Source: an optimization exercise on an open RTL-to-GDS flow (aim: small area). Production flows keep margins and buffers that such runs may drop. Only simulation tests tie the RTL to the original design; equivalence was not proved.

**flow/run.sh**
```bash
#!/bin/bash
# Own layout flow: the standard synthesis, then its combinational logic
# re-mapped by ABC for area (every register instance is kept as it is), then
# the standard layout from floorplan to finish, with the smallest buffer
# on the ports and no dummy loads in the clock tree.
set -euo pipefail
W=$(pwd)
R=$W/orfs/results/$FLOW_PLATFORM/poker_board/base
LIB=$FLOW_HOME/platforms/$FLOW_PLATFORM/lib/sky130_fd_sc_hd__tt_025C_1v80.lib

bash standard.sh synth > $W/log_1_synth.txt 2>&1
cp $R/1_2_yosys.v $W/std_1_2_yosys.v

DONT_USE=$(sed -n '/^export DONT_USE_CELLS += /,/^$/p' $FLOW_HOME/platforms/$FLOW_PLATFORM/config.mk \
	| grep -o 'sky130_fd_sc_hd__[a-z0-9_]*' | sed 's/^/-dont_use /' | tr '\n' ' ')

yosys -p "
read_liberty -ignore_miss_func $LIB
read_verilog $W/std_1_2_yosys.v
hierarchy -check -top $FLOW_TOP
setattr -mod -set keep_hierarchy 1 sky130_fd_sc_hd__df* sky130_fd_sc_hd__edf* sky130_fd_sc_hd__conb_1
flatten
rename -hide w:*.*
opt -purge
abc -liberty $LIB -script $W/flow/area.abc $DONT_USE $FLOW_TOP
opt_clean -purge
select $FLOW_TOP
write_verilog -noattr -nohex -nodec -selected $W/abc_1_2_yosys.v
" > $W/log_2_resyn.txt 2>&1

yosys -p "
read_liberty -lib $LIB
read_verilog $W/abc_1_2_yosys.v
hierarchy -check -top $FLOW_TOP
hilomap -singleton -hicell sky130_fd_sc_hd__conb_1 HI -locell sky130_fd_sc_hd__conb_1 LO
splitnets
opt_clean -purge
insbuf -buf sky130_fd_sc_hd__buf_4 A X
check -assert
tee -o $W/resyn_stat.txt stat -liberty $LIB
write_verilog -noattr -nohex -nodec $W/resyn_1_2_yosys.v
" > $W/log_3_resyn_check.txt 2>&1

cp $W/resyn_1_2_yosys.v $R/1_2_yosys.v
rm -f $R/1_synth.odb
bash standard.sh BUFFER_PORTS_ARGS="-buffer_cell sky130_fd_sc_hd__buf_1" \
	CTS_ARGS="-sink_clustering_enable -repair_clock_nets -dont_use_dummy_load -buf_list sky130_fd_sc_hd__clkbuf_8 -sink_clustering_size 8" finish > $W/log_4_layout.txt 2>&1
```
**constraint.sdc**
```tcl
create_clock -name core_clock -period 20.0 [get_ports {Clk}]
set_input_delay 4.0000 -clock core_clock [delete_from_list [all_inputs] [get_ports {Clk}]]
set_output_delay 4.0000 -clock core_clock [all_outputs]
set_load 0.01 [all_outputs]
```
**design.v**
```verilog
module poker (
	input            Clk,
	input            Reset,
	input      [7:0] Switches,
	input            SCEN,
	input            Ack,
	input            Check,
	input            Bet,
	input            Call,
	input            Fold,
	output reg [3:0] Card1, Card2, Card3, Card4, Card5,
	output reg [3:0] Player1card1, Player1card2, Player2card1, Player2card2,
	output reg [7:0] Player1balance, Player2balance,
	output reg       PlayerTurn,
	output reg       DispCards,
	output reg       Winner,
	output reg       Gameover,
	output reg [5:0] Player1state,
	output reg [5:0] Player2state,
	output reg       Betting
);
localparam
NOMOVE  = 6'b000001,
CHECK   = 6'b000010,
BET     = 6'b000100,
CALL    = 6'b001000,
FOLD    = 6'b010000,
IN      = 6'b100000;
localparam
S_START  = 3'b000,
S_WINNER = 3'b001,
S_HAND   = 3'b100,
S_THREE  = 3'b101,
S_FOUR   = 3'b110,
S_FIVE   = 3'b111;
reg [2:0] st;
reg [2:0] cnt;
reg [7:0] betLimit, bet;
reg [9:0] rnd;      
reg [3:0] rmod;     
reg [6:0] p1rank;   
function gt8;
	input [7:0] a, b;
	integer i;
	reg g;
	begin
		g = 1'b0;
		for (i = 0; i < 8; i = i + 1)
			g = a[i] & ~b[i] | (a[i] | ~b[i]) & g;
		gt8 = g;
	end
endfunction
function [8:0] sub8;
	input [7:0] a, b;
	integer i;
	reg br;
	reg [7:0] d;
	begin
		br = 1'b0;
		for (i = 0; i < 8; i = i + 1)
		begin
			d[i] = a[i] ^ b[i] ^ br;
			br = ~a[i] & b[i] | ~(a[i] ^ b[i]) & br;
		end
		sub8 = {br, d};
	end
endfunction
function [7:0] pay;
	input [7:0] v;
	integer i;
	reg br;
	reg [7:0] d;
	begin
		br = 1'b1;
		for (i = 0; i < 8; i = i + 1)
		begin
			d[i] = ~v[i] ^ br;
			br = v[i] & br;
		end
		pay = d;
	end
endfunction
function ge7;
	input [6:0] a, b;
	integer i;
	reg g;
	begin
		g = 1'b1;
		for (i = 0; i < 7; i = i + 1)
			g = a[i] & ~b[i] | (a[i] | ~b[i]) & g;
		ge7 = g;
	end
endfunction
function [9:0] shift;
	input [9:0] v;
	shift = {v[8:0], v[9] ^ v[6]};
endfunction
function [3:0] mstep;
	input [3:0] u;
	input b, f;
	reg [4:0] t;
	begin
		t = {u, 1'b0} + {3'b000, b, b} + {4'b0000, f} - 5'd2;   
		mstep = (t >= 5'd28) ? t - 5'd26 : (t >= 5'd15) ? t - 5'd13 : t;
	end
endfunction
wire [9:0] r1 = shift(rnd);
wire [9:0] r2 = shift(r1);
wire [9:0] r3 = shift(r2);
wire [9:0] r4 = shift(r3);
wire [3:0] u1 = mstep(rmod, rnd[9], r1[0]);
wire [3:0] u2 = mstep(u1, r1[9], r2[0]);
wire [3:0] u3 = mstep(u2, r2[9], r3[0]);
wire [3:0] u4 = mstep(u3, r3[9], r4[0]);
wire [6:0] rk;
poker_rank rank (.c0(Card1), .c1(Card2), .c2(Card3), .c3(Card4), .c4(Card5),
	.c5(cnt[2] ? Player2card1 : Player1card1),
	.c6(cnt[2] ? Player2card2 : Player1card2), .rk(rk));
wire p1wins = ge7(p1rank, rk);
wire [5:0] meS = PlayerTurn ? Player2state : Player1state;
wire [5:0] otS = PlayerTurn ? Player1state : Player2state;
wire [7:0] meB = PlayerTurn ? Player2balance : Player1balance;
wire       inBet = meS == BET;
wire [7:0] subB = inBet ? bet : betLimit;
wire [8:0] diff = sub8(meB, subB);
wire [7:0] newB = diff[8] ? 8'd0 : diff[7:0];
wire sAck = SCEN & Ack, sBet = SCEN & Bet, sCall = SCEN & Call, sCheck = SCEN & Check, sFold = SCEN & Fold;
wire NEXT_TURN = Player1state == CALL || Player2state == CALL || (Player1state == CHECK && Player2state == CHECK);
wire END_GAME = Player1state == FOLD || Player2state == FOLD;
wire act     = st[2] & cnt[0] & ~NEXT_TURN & ~END_GAME;
wire bCancel = inBet & sBet;
wire bSubmit = inBet & ~sBet & ~diff[8] & gt8(bet, betLimit) & sAck;
wire mCall   = ~inBet & otS != NOMOVE & otS != CHECK & sCall;
wire mBet    = ~inBet & meS != IN & sBet;
wire mCheck  = ~inBet & (otS == NOMOVE || otS == CHECK) & meS == NOMOVE & sCheck;
wire mFold   = ~inBet & sFold;
wire mSwap   = bSubmit | mCall | mCheck | mFold;
wire newBal  = act & (bSubmit | mCall);
wire [5:0] newS = mFold ? FOLD : mCheck ? CHECK : mBet ? BET : mCall ? CALL :
                  bSubmit ? IN : bCancel ? NOMOVE : meS;
always @(posedge Clk, posedge Reset)
begin
	if (Reset)
	begin
		st <= S_START;
		cnt <= 0;
		PlayerTurn <= 0;
		Card1 <= 0; Card2 <= 0; Card3 <= 0; Card4 <= 0; Card5 <= 0;
		Player1card1 <= 0; Player1card2 <= 0; Player2card1 <= 0; Player2card2 <= 0;
		Player1state <= NOMOVE;
		Player2state <= NOMOVE;
		DispCards <= 0;
		Gameover <= 0;
		Winner <= 0;
		Betting <= 0;
		Player1balance <= 255;
		Player2balance <= 255;
		betLimit <= 0;
		bet <= 0;
		rnd <= 10'b1010110101;
		rmod <= 4'd6;    
	end
	else
	begin
		rnd <= r1;
		rmod <= u1;
		case (st)
		S_START:
		begin
			rnd <= r3;
			rmod <= u3;
			if (sAck)
				st <= S_HAND;
			cnt <= 0;
			PlayerTurn <= 0;
			Card1 <= 0; Card2 <= 0; Card3 <= 0; Card4 <= 0; Card5 <= 0;
			Player1card1 <= 0; Player1card2 <= 0; Player2card1 <= 0; Player2card2 <= 0;
			Player1state <= NOMOVE;
			Player2state <= NOMOVE;
			DispCards <= 0;
			Gameover <= 0;
			Betting <= 0;
			betLimit <= 0;
		end
		S_WINNER:
		begin
			if (sAck && Gameover && Player1balance != 0 && Player2balance != 0)
			begin
				Player1state <= NOMOVE;
				Player2state <= NOMOVE;
				st <= S_START;
			end
			if (!cnt[2])
				cnt <= cnt + 3'd1;
			if (Player1state == FOLD)
			begin
				Player2balance <= pay(Player1balance);
				Winner <= 1;
				Gameover <= 1;
			end
			else if (Player2state == FOLD)
			begin
				Player1balance <= pay(Player2balance);
				Winner <= 0;
				Gameover <= 1;
			end
			else if (cnt[2])
			begin
				Gameover <= 1;
				Winner <= !p1wins;
				if (p1wins)
					Player1balance <= pay(Player2balance);
				else
					Player2balance <= pay(Player1balance);
			end
		end
		default:	 
		begin
			if (!cnt[0])
			begin
				cnt <= 1;
				case (st[1:0])
				2'b00: begin
					Player1card1 <= u1; Player1card2 <= u2; Player2card1 <= u3; Player2card2 <= u4;
					rnd <= r4; rmod <= u4;
				end
				2'b01: begin
					Card1 <= u1; Card2 <= u2; Card3 <= u3;
					rnd <= r4; rmod <= u4;
				end
				2'b10: begin
					Card4 <= u1;
					rnd <= r2; rmod <= u2;
				end
				default: begin
					Card5 <= u1;
					rnd <= r2; rmod <= u2;
				end
				endcase
			end
			else if (NEXT_TURN)
			begin
				st <= (st == S_FIVE) ? S_WINNER : st + 3'd1;
				cnt <= 0;
				Player1state <= NOMOVE;
				Player2state <= NOMOVE;
				betLimit <= 0;
				PlayerTurn <= 0;
			end
			else if (END_GAME)
			begin
				st <= S_WINNER;
				cnt <= 0;
				betLimit <= 0;
				if (st == S_HAND)
					Betting <= 0;
			end
			else
			begin
				if (inBet)
				begin
					bet <= Switches;
					if (bCancel)
						Betting <= 0;
					else if (bSubmit)
					begin
						betLimit <= bet;
						Betting <= 0;
					end
				end
				else
				begin
					if (mBet)
						Betting <= 1;
					if (mCall | mBet | mCheck | mFold)
						DispCards <= 0;
					else if (sAck)
						DispCards <= !DispCards;
				end
				if (mSwap)
					PlayerTurn <= !PlayerTurn;
				if (PlayerTurn)
				begin
					Player2state <= newS;
					if (newBal)
						Player2balance <= newB;
				end
				else
				begin
					Player1state <= newS;
					if (newBal)
						Player1balance <= newB;
				end
			end
		end
		endcase
	end
end
always @(posedge Clk)
	if (!cnt[2])
		p1rank <= rk;
endmodule
module poker_rank (
	input  [3:0] c0, c1, c2, c3, c4, c5, c6,
	output [6:0] rk
);
function [7:0] cx;
	input [3:0] a, b;
	reg [3:0] gt, ge;
	reg g;
	begin
		gt = a & ~b;
		ge = a | ~b;
		g = gt[3] | ge[3] & (gt[2] | ge[2] & (gt[1] | ge[1] & gt[0]));
		cx = g ? {b, a} : {a, b};
	end
endfunction
function plus4;
	input [3:0] a, b;
	plus4 = b[1:0] == a[1:0] && b[3:2] == a[3:2] + 2'd1;
endfunction
reg [3:0] d0, d1, d2, d3, d4, d5, d6;
always @*
begin
	d0 = c0; d1 = c1; d2 = c2; d3 = c3; d4 = c4; d5 = c5; d6 = c6;
	{d0, d6} = cx(d0, d6);
	{d2, d3} = cx(d2, d3);
	{d4, d5} = cx(d4, d5);
	{d0, d2} = cx(d0, d2);
	{d1, d4} = cx(d1, d4);
	{d3, d6} = cx(d3, d6);
	{d0, d1} = cx(d0, d1);
	{d2, d5} = cx(d2, d5);
	{d3, d4} = cx(d3, d4);
	{d1, d2} = cx(d1, d2);
	{d4, d6} = cx(d4, d6);
	{d2, d3} = cx(d2, d3);
	{d4, d5} = cx(d4, d5);
	{d1, d2} = cx(d1, d2);
	{d3, d4} = cx(d3, d4);
	{d5, d6} = cx(d5, d6);
end
wire e0 = d0 == d1, e1 = d1 == d2, e2 = d2 == d3, e3 = d3 == d4, e4 = d4 == d5, e5 = d5 == d6;
wire quad  = e0 & e1 & e2 | e1 & e2 & e3 | e2 & e3 & e4 | e3 & e4 & e5;
wire full1 = e4 & e5 & (e2 | e1 | e0) | e3 & e4 & (e1 | e0);
wire full2 = e2 & e3 & (e5 | e0) | e1 & e2 & (e5 | e4) | e0 & e1 & (e5 | e4 | e3);
wire str1  = ~(e2 | e3 | e4 | e5) & plus4(d2, d6);
wire str2  = ~(e1 | e2 | e3 | e4) & plus4(d1, d5);
wire str3  = ~(e0 | e1 | e2 | e3) & plus4(d0, d4);
wire trip  = e0 & e1 | e1 & e2 | e2 & e3 | e3 & e4 | e4 & e5;
wire pair  = e0 | e1 | e2 | e3 | e4 | e5;
wire pair2 = e0 & (e1 | e2 | e3 | e4 | e5) | e1 & (e2 | e3 | e4 | e5) | e2 & (e3 | e4 | e5) | e3 & (e4 | e5) | e4 & e5;
reg [2:0] hnd;
reg [1:0] hsel;   
always @*
begin
	hsel = 2'd0;
	if (quad | full1)
		hnd = 3'd6 - {2'b00, ~quad};
	else if (full2)
	begin
		hnd = 3'd5;
		hsel = e5 ? 2'd0 : e4 ? 2'd1 : 2'd2;
	end
	else if (str1 | str2 | str3)
	begin
		hnd = 3'd4;
		hsel = str1 ? 2'd0 : str2 ? 2'd1 : 2'd2;
	end
	else if (trip)
		hnd = 3'd3;
	else if (pair2)
		hnd = 3'd2;
	else if (pair)
		hnd = 3'd1;
	else
		hnd = 3'd0;
end
assign rk = {hnd, hsel[1] ? d4 : hsel[0] ? d5 : d6};
endmodule
module poker_board (
	input        Clk,
	input        Reset,
	input  [7:0] Switches,
	input        SCEN,
	input        Ack,
	input        Check,
	input        Bet,
	input        Call,
	input        Fold,
	output [3:0] Card1, Card2, Card3, Card4, Card5,
	output [3:0] Player1card1, Player1card2, Player2card1, Player2card2,
	output [7:0] Player1balance, Player2balance,
	output       PlayerTurn,
	output       DispCards,
	output       Winner,
	output       Gameover,
	output [5:0] Player1state,
	output [5:0] Player2state,
	output       Betting,
	output [31:0] Digits
);
	poker poker (.Switches(Switches), .Ack(Ack),
		.Check(Check), .Bet(Bet), .Call(Call), .Fold(Fold),
		.Clk(Clk), .Reset(Reset), .SCEN(SCEN),
		.Card1(Card1), .Card2(Card2), .Card3(Card3), .Card4(Card4), .Card5(Card5),
		.Player1card1(Player1card1), .Player1card2(Player1card2), .Player2card1(Player2card1),
		.Player2card2(Player2card2), .Player1balance(Player1balance), .Player2balance(Player2balance),
		.PlayerTurn(PlayerTurn), .DispCards(DispCards), .Winner(Winner), .Gameover(Gameover),
		.Player1state(Player1state), .Player2state(Player2state), .Betting(Betting));
	function [3:0] add3;
		input [3:0] x;
		begin
			add3[3] = x[3] | x[2] & (x[1] | x[0]);
			add3[2] = x[2] & ~x[1] & ~x[0] | x[3] & x[0];
			add3[1] = ~x[2] & x[1] | x[1] & x[0] | x[3] & ~x[0];
			add3[0] = ~x[3] & ~x[2] & x[0] | x[2] & x[1] & ~x[0] | x[3] & ~x[0];
		end
	endfunction
	function [11:0] dec3;
		input [7:0] v;
		reg [3:0] c1, c2, c3, c4, c5, c6, c7;
		reg [3:0] h, t, o;
		begin
			c1 = add3({1'b0, v[7:5]});
			c2 = add3({c1[2:0], v[4]});
			c3 = add3({c2[2:0], v[3]});
			c4 = add3({1'b0, c1[3], c2[3], c3[3]});
			c5 = add3({c3[2:0], v[2]});
			c6 = add3({c4[2:0], c5[3]});
			c7 = add3({c5[2:0], v[1]});
			h = {2'b00, c4[3], c6[3]};
			t = {c6[2:0], c7[3]};
			o = {c7[2:0], v[0]};
			dec3[11:8] = (h == 0) ? 4'd10 : h;
			dec3[7:4]  = (t == 0) ? 4'd10 : t;
			dec3[3:0]  = (o == 0) ? 4'd10 : o;
		end
	endfunction
	wire [7:0] balA = Betting ? ((Player1state == 6'b000100) ? Player1balance : Player2balance)
	                          : (Winner ? Player2balance : Player1balance);
	wire [11:0] decA = dec3(balA);
	wire [11:0] decS = dec3(Switches);
	reg [3:0] SSD7, SSD6, SSD5, SSD4, SSD3, SSD2, SSD1, SSD0;
	always @ *
	begin
		if (Betting)
		begin
			SSD7 = 4'd10;
			{SSD6, SSD5, SSD4} = decA;
			SSD3 = 4'd10;
			{SSD2, SSD1, SSD0} = decS;
		end
		else if (Gameover)
		begin
			SSD7 = 4'b1111;
			SSD6 = Winner ? 4'd2 : 4'd1;
			SSD5 = 4'd0;
			SSD4 = 4'd0;
			SSD3 = 4'd10;
			{SSD2, SSD1, SSD0} = decA;
		end
		else
		begin
			SSD7 = PlayerTurn ? 4'd2 : 4'd1;
			SSD6 = Card5;
			SSD5 = Card4;
			SSD4 = Card3;
			SSD3 = Card2;
			SSD2 = Card1;
			SSD1 = DispCards ? (PlayerTurn ? Player2card2 : Player1card2) : 4'd0;
			SSD0 = DispCards ? (PlayerTurn ? Player2card1 : Player1card1) : 4'd0;
		end
	end
	assign Digits = {SSD7, SSD6, SSD5, SSD4, SSD3, SSD2, SSD1, SSD0};
endmodule
```
**config.mk**
```make
export PLATFORM = sky130hd
export DESIGN_NAME = poker_board
export DESIGN_NICKNAME = poker_board
export VERILOG_FILES = /design/flow/design.v
export SDC_FILE = /design/flow/constraint.sdc
export NUM_CORES = 4
export LEC_CHECK = 0
export ABC_AREA = 1
export CAP_MARGIN = 20
export CORE_MARGIN = 2
export CORE_UTILIZATION = 40
export SLEW_MARGIN = 20
```
**flow/area.abc**
```
strash
&get -n
&dch -f
&nf -R 1000
&put
mfs2 -a
strash
&get -n
&dch -f
&nf -R 1000
&put
mfs2 -a
strash
&get -n
&dch -f
&nf -R 1000
&put
mfs2 -a
strash
&get -n
&dch -f
&nf -R 1000
&put
mfs2 -a
strash
&get -n
&dch -f
&nf -R 1000
&put
mfs2 -a
strash
&get -n
&dch -f
&nf -R 1000
&put
mfs2 -a
strash
&get -n
&dch -f
&nf -R 1000
&put
mfs2 -a
strash
&get -n
&dch -f
&nf -R 1000
&put
mfs2 -a
strash
&get -n
&dch -f
&nf -R 1000
&put
mfs2 -a
strash
&get -n
&dch -f
&nf -R 1000
&put
mfs2 -a
strash
&get -n
&dch -f
&nf -R 1000
&put
mfs2 -a
strash
&get -n
&dch -f
&nf -R 1000
&put
mfs2 -a
strash
&get -n
&dch -f
&nf -R 1000
&put
mfs2 -a
strash
&get -n
&dch -f
&nf -R 1000
&put
mfs2 -a
strash
&get -n
&dch -f
&nf -R 1000
&put
mfs2 -a
strash
&get -n
&dch -f
&nf -R 1000
&put
mfs2 -a
strash
&get -n
&dch -f
&nf -R 1000
&put
mfs2 -a
strash
&get -n
&dch -f
&nf -R 1000
&put
mfs2 -a
strash
&get -n
&dch -f
&nf -R 1000
&put
mfs2 -a
strash
&get -n
&dch -f
&nf -R 1000
&put
mfs2 -a
strash
&get -n
&dch -f
&nf -R 1000
&put
mfs2 -a
strash
&get -n
&dch -f
&nf -R 1000
&put
mfs2 -a
strash
&get -n
&dch -f
&nf -R 1000
&put
mfs2 -a
strash
&get -n
&dch -f
&nf -R 1000
&put
mfs2 -a
strash
&get -n
&dch -f
&nf -R 1000
&put
mfs2 -a
strash
&get -n
&dch -f
&nf -R 1000
&put
mfs2 -a
strash
&get -n
&dch -f
&nf -R 1000
&put
mfs2 -a
strash
&get -n
&dch -f
&nf -R 1000
&put
mfs2 -a
strash
&get -n
&dch -f
&nf -R 1000
&put
mfs2 -a
strash
&get -n
&dch -f
&nf -R 1000
&put
mfs2 -a
strash
&get -n
&dch -f
&nf -R 1000
&put
mfs2 -a
strash
&get -n
&dch -f
&nf -R 1000
&put
mfs2 -a
strash
&get -n
&dch -f
&nf -R 1000
&put
mfs2 -a
strash
&get -n
&dch -f
&nf -R 1000
&put
mfs2 -a
strash
&get -n
&dch -f
&nf -R 1000
&put
mfs2 -a
strash
&get -n
&dch -f
&nf -R 1000
&put
mfs2 -a
strash
&get -n
&dch -f
&nf -R 1000
&put
mfs2 -a
strash
&get -n
&dch -f
&nf -R 1000
&put
mfs2 -a
strash
&get -n
&dch -f
&nf -R 1000
&put
mfs2 -a
strash
&get -n
&dch -f
&nf -R 1000
&put
mfs2 -a
strash
&get -n
&dch -f
&nf -R 1000
&put
```
**standard.sh**
```bash
#!/bin/bash
# synth_recipe.tcl (not shown) runs the flow's synth.tcl, then flattens the netlist and writes it again
# the make line also repeats each setting of config.mk as NAME=value (left out here)
make -C /OpenROAD-flow-scripts/flow DESIGN_CONFIG=/design/flow/config.mk WORK_HOME=/design/flow/orfs CLKGATE_MAP_FILE= SYNTH_SCRIPT=/design/flow/synth_recipe.tcl "${@:-finish}"
```
==> impl_results.md, run 1 <==
* Cell total after placement at 1773
* IO Port Bufs at 116
* I/O Pins at 117
* Critical R2R Capture: poker.Player2balance[4]
* # setup viols final at 0
* Most frequent cells in the layout: 184 x nand2_1, 168 x nor2_1, 158 x o21ai_0, 126 x a21oi_1, 116 x buf_1
* Slowest CP cell: dfrtp_1
* Chip Height at 161 um
* R2R cell count at 53
* Setup TNS at 0 ps
* Endpoint of the worst hold path: poker.betLimit[4]
* Critical path arrival at 13880 ps
* Worst setup SP type: flop
* Critical path class: reg -> reg
* Final Hold Vio Count at 0
* Max-cap violations at 0
* GRT Overall Usage at 0.2613
* WL per Instance at 19.06 um
* Root buffer cell: clkbuf_8
* Post-CTS Resized at 0
* FF-to-FF Start: poker.cnt[2]
* Antenna Cells at 0
* Outcome: finished clean
* Drt drc at 0
* Row count at 57
* Final net count at 1476
* Tmin final at 13570 ps
* Core area at 24250 sq um
* Slew headroom at 0.3242
* TritonRoute pass-1 iters at 6
* Final non-filler cell total at 1782
* Largest net degree at the start of global routing at 63
* CTS tree: yes
* Synthesized area at 9859 sq um
* RSZ-0062 raised after global routing: false
* Final HPWL DP at 26290 um
* Worst-Skew Late Latency at 400 ps
* Syn_nets at 1336
* Crit share post-route at 0.6785
* Syn Inst Count at 1320
* Final core utilization at 0.4506
* Met2 Use GR at 0.3773
* Post-route antenna net violation count at 0
* Sink Count at 112
* Clk_skew at 51.68 ps
* Max Buffers Root-to-Sink at 2
* Worst hold-check path type: reg -> reg
* Initial core utilization at 0.4066
* H-tree depth at 3
* Vias per std cell at 5.965
* Area grow syn2layout at 10.82%
* Global route hottest layer: met1
* Commonest non-fill, non-tap cell in the layout: nand2_1
* Post-CTS setup buffers at 0
* Max Slew Vio Count at 0
* Crit. End Element: flop
* Flop2flop setup slack at 6430 ps
* Die span in x at 161 um
* Grt ovf at 0
* Hold path depth at 2
* GR Util met1 at 0.3988
* Most frequent CP cell: o21ai_0
* Initial antenna violation count at 0
* Least-Margin Pin Slew at 1003 ps
* First-pass GRT wire length at 54110 um
* Synth Warn # at 3
* Critical Path RT at 20310 ps
* TritonCTS Buffers at 9
* Initial DRC count at 1080
* Max FO, Critical Path at 16
* RD Place Congestion at 0.9324
* Vias in the first global route at 9586
* Die area at 25920 sq um
* Peak Freq at 0.07369 GHz
* Hold buffers post-CTS at 0
* CP max stage delay at 670 ps
* Share of layout cells above drive strength 1 at 0.03429
* Avg Cell Area, Syn at 7.469 sq um
* Clock transition at path regs at 100 ps
* Met3 track utilization from global routing at 0.04520
* Via count at 10630
* Hold Path Origin: poker.betLimit[4]
* Detailed Route WL at 33960 um
[final cells by class]
cell class,count,area [sq um]
Clock buffer,9,123.9
Fill cell,2496,13320
Inverter,53,201.4
Multi-Input combinational cell,1155,6793
Sequential cell,112,2870
Tap cell,324,405.4
Timing Repair Buffer,129,533.0
[worst max-delay path by stage]
stage	start	to	slack (ps)	cells past startpoint
floorplan	poker.Card4[0]	poker.Player2balance[4]	8040	49
global placement	poker.Card4[0]	poker.Player2balance[3]	6500	49
detailed placement	poker.Card4[0]	poker.Player2balance[4]	6370	50
CTS	poker.Card4[0]	poker.Player2balance[4]	6360	49
global route	poker.cnt[2]	poker.Player2balance[7]	5040	52
finish	poker.cnt[2]	poker.Player2balance[4]	6430	53
[sequential cells by signal, indices dropped and copies added (netlist names), 3 cells and up]
register              count
poker.Card5               4
poker.Player2balance      8
poker.bet                 8
poker.Card2               4
poker.Player1card2        4
poker.rnd                10
poker.Card1               4
poker.Player1state        6
poker.Player2state        6
poker.Player1balance      8
poker.Card3               4
poker.Player2card2        4
poker.st                  3
poker.cnt                 3
poker.Card4               4
poker.p1rank              7
poker.betLimit            8
poker.Player2card1        4
poker.rmod                4
poker.Player1card1        4
[critical path, delay by kind of cell (launching register included)]
kind,cells,cell delay [ps]
flops,1,670
simple gates,12,1760
fa+ha+maj,2,700
buf+inv,3,510
mux,5,1820
compound gates,31,8040
[layer usage]
| metal | part of all wire | up-vias |
|---|---|---|
| li1 | - | 5107 |
| met1 | 0.48 | 5052 |
| met2 | 0.42 | 418 |
| met3 | 0.072 | 53 |
| met4 | 0.026 | 0 |
| met5 | 0 | - |
[per-stage QoR]
stage / setup WS (ps) / hold WS (ps) / area [sq um]
6_report: 6430 / 517.9 / 10930
5_1_grt: 5038 / 534.9 / 10930
4_1_cts: 6356 / 523.4 / 10920
3_5_place_dp: 6365 / 502.6 / 10800
3_3_place_gp: 6500 / 490.7 / 10800
2_1_floorplan: 8041 / 461.8 / 9859
==> run 2: changes to the inputs <==
--- a/flow/run.sh
+++ b/flow/run.sh
@@ -44,4 +44,4 @@
 cp $W/resyn_1_2_yosys.v $R/1_2_yosys.v
 rm -f $R/1_synth.odb
 bash standard.sh BUFFER_PORTS_ARGS="-buffer_cell sky130_fd_sc_hd__buf_1" \
-	CTS_ARGS="-sink_clustering_enable -repair_clock_nets -dont_use_dummy_load -buf_list sky130_fd_sc_hd__clkbuf_8 -sink_clustering_size 8" finish > $W/log_4_layout.txt 2>&1
+	CTS_ARGS="-sink_clustering_enable -repair_clock_nets -dont_use_dummy_load" finish > $W/log_4_layout.txt 2>&1
==> impl_results.md, run 2 <==
* Setup TNS at 0 ps
* Largest net degree at the start of global routing at 63
* Worst-Skew Late Latency at 360 ps
* Tmin final at 13530 ps
* Chip Height at 161 um
* Max Slew Vio Count at 0
* Initial DRC count at 1096
* Antenna Cells at 0
* CP max stage delay at 670 ps
* Detailed Route WL at 33950 um
* Pre-CTS WS at 6365 ps
* Largest Register: poker.rnd
* H-tree depth at 3
* Post-CTS Resized at 0
* Outcome: finished clean
* Worst setup SP type: flop
* TritonRoute pass-1 iters at 5
* Root buffer cell: clkbuf_16
* Critical path's top delay family: compound AO/OA/AOI/OAI gates
* Share of layout cells above drive strength 1 at 0.03429
* Critical R2R Capture: poker.Player2balance[4]
* GRT Overall Usage at 0.2621
* Most frequent CP cell: o21ai_0
* Clock transition at path regs at 70 ps
* Drt drc at 0
* Final Hold Vio Count at 0
* Critical path arrival at 13810 ps
* Critical path class: reg -> reg
* Core area at 24250 sq um
* R2R cell count at 53
* Post-CTS setup buffers at 0
* Final net count at 1476
* Sink Count at 112
* Crit path launch: poker.cnt[2]
* Hold Path Origin: poker.betLimit[4]
* Crit path buffers/inverters at 3
* I/O Pins at 117
* Min Hold Slack at 512.0 ps
* Final HPWL DP at 26290 um
* Slew headroom at 0.2985
* Post-route antenna net violation count at 0
* # setup viols final at 0
* Max Buffers Root-to-Sink at 2
* Max FO, Critical Path at 16
* Grt ovf at 0
* Critical Path RT at 20280 ps
* Area grow syn2layout at 11.85%
* Synthesized area at 9859 sq um
* Initial antenna violation count at 0
* # fillers at 2480
* Crit share post-route at 0.6767
* RD Place Congestion at 0.9324
* Endpoint of the worst hold path: poker.betLimit[4]
* IO Port Bufs at 116
* RSZ-0062 raised after global routing: false
* Crit. End Element: flop
* Clk_skew at 33.29 ps
* Final core utilization at 0.4548
* Row count at 57
* Vias in the first global route at 9608
* Initial core utilization at 0.4066
* Syn Inst Count at 1320
* Max-cap violations at 0
* Least-Margin Pin Slew at 1041 ps
* WL per Instance at 19.05 um
* Slowest CP cell: dfrtp_1
* Worst hold-check path type: reg -> reg
* Flop2flop setup slack at 6470 ps
* Hold path depth at 2
* Avg Cell Area, Syn at 7.469 sq um
* Max reg flops at 10
* Reg area at 2870 sq um
* FF-to-FF Start: poker.cnt[2]
* Setup ws final at 6466 ps
* Most frequent cells in the layout: 184 x nand2_1, 168 x nor2_1, 158 x o21ai_0, 126 x a21oi_1, 116 x buf_1
* Area occupied by multi-input gates at 6793 sq um
* Hold buffers post-CTS at 0
* TritonCTS Buffers at 9
* Peak Freq at 0.07389 GHz
* Die span in x at 161 um
* Vias per std cell at 5.884
* Syn_nets at 1336
* Synth Warn # at 3
* Via count at 10485
* CTS tree: yes
* Die area at 25920 sq um
* First-pass GRT wire length at 54230 um
* Commonest non-fill, non-tap cell in the layout: nand2_1
[run 2: how the worst max path moves through the flow]
| stage | to | slack (ps) | depth (start not counted) |
|---|---|---|---|
| detailed placement | poker.Player2balance[4] | 6370 | 50 |
| global placement | poker.Player2balance[3] | 6500 | 49 |
| floorplan | poker.Player2balance[4] | 8040 | 49 |
| finish | poker.Player2balance[4] | 6470 | 53 |
| global route | poker.Player2balance[7] | 5040 | 52 |
| CTS | poker.Player2balance[4] | 6350 | 49 |
[run 2: per-stage QoR]
step / cell area, sq um / std cells
floorplan: 9859 / 1320
finish: 11030 / 1782
global placement: 10800 / 1773
detailed placement: 10800 / 1773
global route: 11030 / 1782
CTS: 11030 / 1782
[run 2: cell type report]
class	instances	area share
multi-input cells	1155	0.6160
flip-flops and latches	112	0.2603
repair buffers	129	0.04833
well taps	324	0.03676
clock buffers	9	0.02042
inverters	53	0.01827
[run 2: worst reg2reg max path, delay by kind of cell (launching register included)]
family / cells / cell delay (ps)
AOI/OAI and AO/OA: 31 / 8010
muxes: 5 / 1810
and+or+nand+nor: 12 / 1810
adders and majority gates: 2 / 700
DFF: 1 / 670
buffers and inverters: 3 / 500
[run 2: per-layer routing]
layer / track usage / wire length [um] / vias to the layer above
met5: 0 / 0 / -
met4: 0.07102 / 810 / 0
met3: 0.04597 / 2289 / 45
met2: 0.3804 / 14340 / 383
met1: 0.3985 / 16510 / 4939
li1: - / - / 5118
==> run 3: changes to the inputs <==
--- a/design.v
+++ b/design.v
@@ -15,17 +15,21 @@
 	output reg       DispCards,
 	output reg       Winner,
 	output reg       Gameover,
-	output reg [5:0] Player1state,
-	output reg [5:0] Player2state,
+	output     [5:0] Player1state,
+	output     [5:0] Player2state,
 	output reg       Betting
 );
 localparam
-NOMOVE  = 6'b000001,
-CHECK   = 6'b000010,
-BET     = 6'b000100,
-CALL    = 6'b001000,
-FOLD    = 6'b010000,
-IN      = 6'b100000;
+NOMOVE  = 3'b000,
+CHECK   = 3'b001,
+BET     = 3'b010,
+IN      = 3'b110,
+CALL    = 3'b100,
+FOLD    = 3'b101;
+function [5:0] onehot;
+	input [2:0] e;
+	onehot = {e == IN, e == FOLD, e == CALL, e == BET, e == CHECK, e == NOMOVE};
+endfunction
 localparam
 S_START  = 3'b000,
 S_WINNER = 3'b001,
@@ -39,6 +43,9 @@
 reg [9:0] rnd;      
 reg [3:0] rmod;     
 reg [6:0] p1rank;   
+reg [2:0] p1e, p2e;   
+assign Player1state = onehot(p1e);
+assign Player2state = onehot(p2e);
 function gt8;
 	input [7:0] a, b;
 	integer i;
@@ -117,16 +124,16 @@
 	.c5(cnt[2] ? Player2card1 : Player1card1),
 	.c6(cnt[2] ? Player2card2 : Player1card2), .rk(rk));
 wire p1wins = ge7(p1rank, rk);
-wire [5:0] meS = PlayerTurn ? Player2state : Player1state;
-wire [5:0] otS = PlayerTurn ? Player1state : Player2state;
+wire [2:0] meS = PlayerTurn ? p2e : p1e;
+wire [2:0] otS = PlayerTurn ? p1e : p2e;
 wire [7:0] meB = PlayerTurn ? Player2balance : Player1balance;
 wire       inBet = meS == BET;
 wire [7:0] subB = inBet ? bet : betLimit;
 wire [8:0] diff = sub8(meB, subB);
 wire [7:0] newB = diff[8] ? 8'd0 : diff[7:0];
 wire sAck = SCEN & Ack, sBet = SCEN & Bet, sCall = SCEN & Call, sCheck = SCEN & Check, sFold = SCEN & Fold;
-wire NEXT_TURN = Player1state == CALL || Player2state == CALL || (Player1state == CHECK && Player2state == CHECK);
-wire END_GAME = Player1state == FOLD || Player2state == FOLD;
+wire NEXT_TURN = p1e == CALL || p2e == CALL || (p1e == CHECK && p2e == CHECK);
+wire END_GAME = p1e == FOLD || p2e == FOLD;
 wire act     = st[2] & cnt[0] & ~NEXT_TURN & ~END_GAME;
 wire bCancel = inBet & sBet;
 wire bSubmit = inBet & ~sBet & ~diff[8] & gt8(bet, betLimit) & sAck;
@@ -136,7 +143,7 @@
 wire mFold   = ~inBet & sFold;
 wire mSwap   = bSubmit | mCall | mCheck | mFold;
 wire newBal  = act & (bSubmit | mCall);
-wire [5:0] newS = mFold ? FOLD : mCheck ? CHECK : mBet ? BET : mCall ? CALL :
+wire [2:0] newS = mFold ? FOLD : mCheck ? CHECK : mBet ? BET : mCall ? CALL :
                   bSubmit ? IN : bCancel ? NOMOVE : meS;
 always @(posedge Clk, posedge Reset)
 begin
@@ -147,8 +154,8 @@
 		PlayerTurn <= 0;
 		Card1 <= 0; Card2 <= 0; Card3 <= 0; Card4 <= 0; Card5 <= 0;
 		Player1card1 <= 0; Player1card2 <= 0; Player2card1 <= 0; Player2card2 <= 0;
-		Player1state <= NOMOVE;
-		Player2state <= NOMOVE;
+		p1e <= NOMOVE;
+		p2e <= NOMOVE;
 		DispCards <= 0;
 		Gameover <= 0;
 		Winner <= 0;
@@ -175,8 +182,8 @@
 			PlayerTurn <= 0;
 			Card1 <= 0; Card2 <= 0; Card3 <= 0; Card4 <= 0; Card5 <= 0;
 			Player1card1 <= 0; Player1card2 <= 0; Player2card1 <= 0; Player2card2 <= 0;
-			Player1state <= NOMOVE;
-			Player2state <= NOMOVE;
+			p1e <= NOMOVE;
+			p2e <= NOMOVE;
 			DispCards <= 0;
 			Gameover <= 0;
 			Betting <= 0;
@@ -186,25 +193,25 @@
 		begin
 			if (sAck && Gameover && Player1balance != 0 && Player2balance != 0)
 			begin
-				Player1state <= NOMOVE;
-				Player2state <= NOMOVE;
+				p1e <= NOMOVE;
+				p2e <= NOMOVE;
 				st <= S_START;
 			end
-			if (!cnt[2])
+			if (!(cnt[2] & cnt[0]))
 				cnt <= cnt + 3'd1;
-			if (Player1state == FOLD)
+			if (p1e == FOLD)
 			begin
 				Player2balance <= pay(Player1balance);
 				Winner <= 1;
 				Gameover <= 1;
 			end
-			else if (Player2state == FOLD)
+			else if (p2e == FOLD)
 			begin
 				Player1balance <= pay(Player2balance);
 				Winner <= 0;
 				Gameover <= 1;
 			end
-			else if (cnt[2])
+			else if (cnt[2] & ~cnt[0])
 			begin
 				Gameover <= 1;
 				Winner <= !p1wins;
@@ -242,8 +249,8 @@
 			begin
 				st <= (st == S_FIVE) ? S_WINNER : st + 3'd1;
 				cnt <= 0;
-				Player1state <= NOMOVE;
-				Player2state <= NOMOVE;
+				p1e <= NOMOVE;
+				p2e <= NOMOVE;
 				betLimit <= 0;
 				PlayerTurn <= 0;
 			end
@@ -281,13 +288,13 @@
 					PlayerTurn <= !PlayerTurn;
 				if (PlayerTurn)
 				begin
-					Player2state <= newS;
+					p2e <= newS;
 					if (newBal)
 						Player2balance <= newB;
 				end
 				else
 				begin
-					Player1state <= newS;
+					p1e <= newS;
 					if (newBal)
 						Player1balance <= newB;
 				end
@@ -297,8 +304,7 @@
 	end
 end
 always @(posedge Clk)
-	if (!cnt[2])
-		p1rank <= rk;
+	p1rank <= rk;
 endmodule
 module poker_rank (
 	input  [3:0] c0, c1, c2, c3, c4, c5, c6,
@@ -437,28 +443,29 @@
 			dec3[3:0]  = (o == 0) ? 4'd10 : o;
 		end
 	endfunction
-	wire [7:0] balA = Betting ? ((Player1state == 6'b000100) ? Player1balance : Player2balance)
-	                          : (Winner ? Player2balance : Player1balance);
-	wire [11:0] decA = dec3(balA);
-	wire [11:0] decS = dec3(Switches);
+	wire [7:0] balB = (Player1state == 6'b000100) ? Player1balance : Player2balance;
+	wire [7:0] balL = Betting ? Switches : Winner ? Player2balance : Player1balance;
+	wire [11:0] decA = dec3(balB);
+	wire [11:0] decL = dec3(balL);
 	reg [3:0] SSD7, SSD6, SSD5, SSD4, SSD3, SSD2, SSD1, SSD0;
 	always @ *
 	begin
-		if (Betting)
+		if (Betting | Gameover)
 		begin
-			SSD7 = 4'd10;
-			{SSD6, SSD5, SSD4} = decA;
 			SSD3 = 4'd10;
-			{SSD2, SSD1, SSD0} = decS;
-		end
-		else if (Gameover)
-		begin
-			SSD7 = 4'b1111;
-			SSD6 = Winner ? 4'd2 : 4'd1;
-			SSD5 = 4'd0;
-			SSD4 = 4'd0;
-			SSD3 = 4'd10;
-			{SSD2, SSD1, SSD0} = decA;
+			{SSD2, SSD1, SSD0} = decL;
+			if (Betting)
+			begin
+				SSD7 = 4'd10;
+				{SSD6, SSD5, SSD4} = decA;
+			end
+			else
+			begin
+				SSD7 = 4'b1111;
+				SSD6 = Winner ? 4'd2 : 4'd1;
+				SSD5 = 4'd0;
+				SSD4 = 4'd0;
+			end
 		end
 		else
 		begin
==> impl_results.md, run 3 <==
* Initial DRC count at 988
* IO Port Bufs at 116
* Pre-CTS WS at 7291 ps
* Worst-Skew Late Latency at 360 ps
* WL per Instance at 18.66 um
* Flop2flop setup slack at 7010 ps
* Commonest non-fill, non-tap cell in the layout: nand2_1
* Setup TNS at 0 ps
* Critical Path RT at 20280 ps
* Chip Height at 156.5 um
* Hold Path Origin: poker.rnd[0]
* Vias in the first global route at 8999
* Post-CTS Resized at 0
* Synthesized area at 9301 sq um
* # fillers at 2361
* Setup ws final at 7011 ps
* Placement Cell Area at 10200 sq um
* Final non-filler cell total at 1674
* Die span in x at 156.5 um
* Endpoint of the worst hold path: poker.rnd[4]
* Slew headroom at 0.3081
* Core area at 22710 sq um
* Clk_skew at 18.37 ps
* Avg Cell Area, Syn at 7.435 sq um
* H-tree depth at 3
* Via count at 9959
* Detailed Route WL at 31240 um
* Hold buffers post-CTS at 0
* Share of layout cells above drive strength 1 at 0.03672
* Critical path arrival at 13270 ps
* Cell total after placement at 1665
* TritonCTS Buffers at 9
* Vias per std cell at 5.949
* Final Hold Vio Count at 0
* GRT Overall Usage at 0.2550
* Largest Register: poker.rnd
* Worst setup SP type: flop
* Most frequent cells in the layout: 201 x nand2_1, 162 x nor2_1, 119 x a21oi_1, 116 x buf_1, 110 x o21ai_0
* First-pass GRT wire length at 49350 um
* Min Hold Slack at 488.9 ps
* TritonRoute pass-1 iters at 5
* Syn_nets at 1267
* CTS tree: yes
* Root buffer cell: clkbuf_16
* Most frequent CP cell: o21ai_0
* Max-cap violations at 0
* Drt drc at 0
* Critical R2R Capture: poker.Player2balance[5]
* Worst hold-check path type: reg -> reg
* Synth Warn # at 3
* Peak Freq at 0.07699 GHz
* FF-to-FF Start: poker.cnt[2]
* Final HPWL DP at 23980 um
* Antenna Cells at 0
* Max Slew Vio Count at 0
* Initial antenna violation count at 0
* Grt ovf at 0
* Syn Inst Count at 1251
* Outcome: finished clean
* Max reg flops at 10
* CP max stage delay at 680 ps
* Max FO, Critical Path at 16
* Sink Count at 106
* Area grow syn2layout at 12.21%
* Least-Margin Pin Slew at 1027 ps
* Final net count at 1407
* Crit. End Element: flop
* Row count at 55
* # setup viols final at 0
* RSZ-0062 raised after global routing: false
* R2R cell count at 55
* Max Buffers Root-to-Sink at 2
* Largest net degree at the start of global routing at 63
* Crit share post-route at 0.6495
* RD Place Congestion at 0.9115
* Post-route antenna net violation count at 0
* Die area at 24490 sq um
* Final core utilization at 0.4596
* Slowest CP cell: dfrtp_1
* Tmin final at 12990 ps
* Design area at 10440 sq um
* I/O Pins at 117
* Post-CTS setup buffers at 0
* Initial core utilization at 0.4096
* Hold path depth at 2
* Clock transition at path regs at 70 ps
* Critical path class: reg -> reg
## run 3: how the worst max path moves through the flow
| stage | cells past startpoint | start | to |
|---|---|---|---|
| 2_1_floorplan | 18 | Switches[7] | Digits[7] |
| 3_3_place_gp | 49 | poker.cnt[2] | poker.Player2balance[3] |
| 3_5_place_dp | 55 | poker.cnt[2] | poker.Player2balance[2] |
| 4_1_cts | 55 | poker.cnt[2] | poker.Player2balance[5] |
| 5_1_grt | 57 | poker.cnt[2] | poker.Player2balance[5] |
| 6_report | 55 | poker.cnt[2] | poker.Player2balance[5] |
## run 3: layer usage
metal	global-route usage	wire length [um]	up-vias
met2	0.4118	14530	274
met1	0.3585	14430	4760
met3	0.03046	1517	46
met4	0.07427	758	0
li1	-	-	4879
met5	0	0	-
## run 3: final cells by class
cell class | instances | area (sq um) | area share
tap | 285 | 356.6 | 0.03416
sequential | 106 | 2648 | 0.2537
clock buffer | 9 | 225.2 | 0.02158
inverter | 47 | 178.9 | 0.01714
timing repair buffer | 129 | 533.0 | 0.05107
multi-input combinational | 1098 | 6496 | 0.6224
## run 3: critical path: cells and delay by family (launching register included)
kind / cells / cell delay [ps]
simple gates: 13 / 1630
buf+inv: 3 / 540
mux: 4 / 1170
fa+ha+maj: 2 / 850
flops: 1 / 680
compound gates: 33 / 8040
==> run 4: changes to the inputs <==
--- a/design.v
+++ b/design.v
@@ -72,21 +72,6 @@
 		sub8 = {br, d};
 	end
 endfunction
-function [7:0] pay;
-	input [7:0] v;
-	integer i;
-	reg br;
-	reg [7:0] d;
-	begin
-		br = 1'b1;
-		for (i = 0; i < 8; i = i + 1)
-		begin
-			d[i] = ~v[i] ^ br;
-			br = v[i] & br;
-		end
-		pay = d;
-	end
-endfunction
 function ge7;
 	input [6:0] a, b;
 	integer i;
@@ -126,11 +111,15 @@
 wire p1wins = ge7(p1rank, rk);
 wire [2:0] meS = PlayerTurn ? p2e : p1e;
 wire [2:0] otS = PlayerTurn ? p1e : p2e;
-wire [7:0] meB = PlayerTurn ? Player2balance : Player1balance;
+wire inWin   = st == S_WINNER;
+wire p1Fold  = p1e == FOLD;
+wire p2Fold  = p2e == FOLD;
+wire payNow  = inWin & (p1Fold | p2Fold | cnt[2] & ~cnt[0]);
+wire lose2   = p1Fold ? 1'b0 : p2Fold ? 1'b1 : p1wins;
+wire [7:0] meB = (inWin ? lose2 : PlayerTurn) ? Player2balance : Player1balance;
 wire       inBet = meS == BET;
-wire [7:0] subB = inBet ? bet : betLimit;
-wire [8:0] diff = sub8(meB, subB);
-wire [7:0] newB = diff[8] ? 8'd0 : diff[7:0];
+wire [8:0] diff = sub8(payNow ? 8'd254 : meB, payNow ? meB : inBet ? bet : betLimit);
+wire [7:0] newB = (diff[8] & ~payNow) ? 8'd0 : diff[7:0];
 wire sAck = SCEN & Ack, sBet = SCEN & Bet, sCall = SCEN & Call, sCheck = SCEN & Check, sFold = SCEN & Fold;
 wire NEXT_TURN = p1e == CALL || p2e == CALL || (p1e == CHECK && p2e == CHECK);
 wire END_GAME = p1e == FOLD || p2e == FOLD;
@@ -201,13 +190,13 @@
 				cnt <= cnt + 3'd1;
 			if (p1e == FOLD)
 			begin
-				Player2balance <= pay(Player1balance);
+				Player2balance <= newB;
 				Winner <= 1;
 				Gameover <= 1;
 			end
 			else if (p2e == FOLD)
 			begin
-				Player1balance <= pay(Player2balance);
+				Player1balance <= newB;
 				Winner <= 0;
 				Gameover <= 1;
 			end
@@ -216,9 +205,9 @@
 				Gameover <= 1;
 				Winner <= !p1wins;
 				if (p1wins)
-					Player1balance <= pay(Player2balance);
+					Player1balance <= newB;
 				else
-					Player2balance <= pay(Player1balance);
+					Player2balance <= newB;
 			end
 		end
 		default:	 
==> impl_results.md, run 4 <==
* Post-CTS setup buffers at 0
* Final net count at 1419
* Max-cap violations at 0
* Initial antenna violation count at 0
* Most frequent cells in the layout: 196 x nand2_1, 161 x nor2_1, 149 x a21oi_1, 141 x o21ai_0, 116 x buf_1
* # setup viols final at 0
* Critical Path RT at 20260 ps
* Die area at 24560 sq um
* Pre-CTS WS at 4122 ps
* Sink Count at 106
* IO Port Bufs at 116
* Chip Height at 156.7 um
* Largest net degree at the start of global routing at 62
* Syn_nets at 1283
* Post-route antenna net violation count at 0
* Post-CTS Resized at 0
* RSZ-0062 raised after global routing: false
* Avg Cell Area, Syn at 7.362 sq um
* Final Hold Vio Count at 0
* Area grow syn2layout at 12.18%
* Share of layout cells above drive strength 1 at 0.03283
* Commonest non-fill, non-tap cell in the layout: nand2_1
* Vias per std cell at 5.809
* Worst hold-check path type: reg -> reg
* Max Slew Vio Count at 0
* Slowest CP cell: o21ai_0
* First-pass GRT wire length at 49780 um
* Synth Warn # at 3
* Synthesized area at 9328 sq um
* Vias in the first global route at 9003
* Critical path class: reg -> reg
* Clock transition at path regs at 70 ps
* Die span in x at 156.7 um
* Syn Inst Count at 1267
* I/O Pins at 117
* Crit share post-route at 0.8156
* Max Buffers Root-to-Sink at 2
* # fillers at 2363
* Initial DRC count at 710
* Setup TNS at 0 ps
* GRT Overall Usage at 0.2577
* Crit path buffers/inverters at 2
* Root buffer cell: clkbuf_16
* H-tree depth at 3
* Core area at 22780 sq um
* Slew headroom at 0.2914
* CTS tree: yes
* Least-Margin Pin Slew at 1052 ps
* Via count at 9957
* Critical path's top delay family: compound AO/OA/AOI/OAI gates
* Initial core utilization at 0.4095
* CP max stage delay at 820 ps
* TritonCTS Buffers at 9
* Antenna Cells at 0
* Outcome: finished clean
* Tmin final at 16310 ps
* Hold buffers post-CTS at 0
* TritonRoute pass-1 iters at 5
* WL per Instance at 18.52 um
* Clk_skew at 34.69 ps
* Drt drc at 0
* Grt ovf at 0
* RD Place Congestion at 0.9440
* Reg area at 2648 sq um
* Final core utilization at 0.4594
* Critical path arrival at 16570 ps
* Row count at 55
* Final HPWL DP at 24700 um
* Worst-Skew Late Latency at 370 ps
* Setup ws final at 3689 ps
* Detailed Route WL at 31740 um
* Max reg flops at 10
* Worst setup SP type: flop
* Peak Freq at 0.06131 GHz
* Crit. End Element: flop
* Most frequent CP cell: a21oi_1
* Largest Register: poker.rnd
* Max FO, Critical Path at 12
* Area occupied by multi-input gates at 6487 sq um
run 4: final cells by class:
| type | count | share of cell area |
|---|---|---|
| Clock buffer | 9 | 0.02152 |
| Inverter | 55 | 0.01997 |
| Multi-Input combinational cell | 1106 | 0.6200 |
| Sequential cell | 106 | 0.2530 |
| Tap cell | 313 | 0.03743 |
| Timing Repair Buffer | 125 | 0.04807 |
run 4: final timing paths:
kind	start	slack [ps]	endpoint	cells after the start
worst max-delay path	poker.cnt[2]	3690	poker.Player1balance[1]	68
worst min-delay path	poker.rnd[2]	530	poker.rnd[5]	2
worst max register to register	poker.cnt[2]	3690	poker.Player1balance[1]	68
worst min register to register	poker.rnd[2]	530	poker.rnd[5]	2
max in group asynchronous	Reset	15130	poker.betLimit[0]	3
min in group asynchronous	Reset	3660	poker.rnd[6]	2
run 4: layer usage:
| layer | up-vias | share of wire | routed length [um] | track usage |
|---|---|---|---|---|
| met5 | - | 0 | 0 | 0 |
| met3 | 48 | 0.069 | 2185 | 0.03932 |
| met1 | 4670 | 0.47 | 14900 | 0.3715 |
| li1 | 4867 | - | - | - |
| met2 | 372 | 0.44 | 13890 | 0.4004 |
| met4 | 0 | 0.024 | 760 | 0.06946 |
run 4: worst reg2reg max path, delay by kind of cell, from the launching register on:
family                   cells  cell delay, ps
buffers and inverters        2             100
AND/OR/NAND/NOR             18            2660
multiplexers                 7            2630
flip-flops                   1             610
adder cells (fa/ha/maj)      4            1200
AO/OA/AOI/OAI               37            9010
run 4: per-stage QoR:
step           hold WS, ps  std cells  instance area (sq um)
2_1_floorplan        476.7       1267                   9328
3_3_place_gp         512.2       1705                  10230
3_5_place_dp         519.0       1705                  10230
4_1_cts              533.2       1714                  10460
5_1_grt              558.5       1714                  10460
6_report             532.9       1714                  10460

==> re-timing with driven ports <==
The results above use ideal ports. As a check the final layouts listed here were re-extracted and re-timed, cells and wires unchanged.
Step 1 sets driving cells, clkbuf_16 on the clock port and buf_2 on the other inputs (assumed; they add their load-dependent delay and slew).
Step 2 also shifts input and output timing later by t, the mid clock arrival at the registers, as if the neighbouring blocks saw the same clock.
a / b / c = ideal / step 1 / step 2; a / b = the first two.
run	t (ns)	setup slack, ns	worst slew at a driven data input, ns
run 1	0.419	6.430 / 6.430 / 6.430	0.03
run 2	0.395	6.466 / 6.466 / 6.466	0.03
run 3	0.401	7.011 / 7.011 / 7.011	0.03
run 4	0.400	3.689 / 3.689 / 3.689	0.03
After both steps every run listed still meets setup and hold.
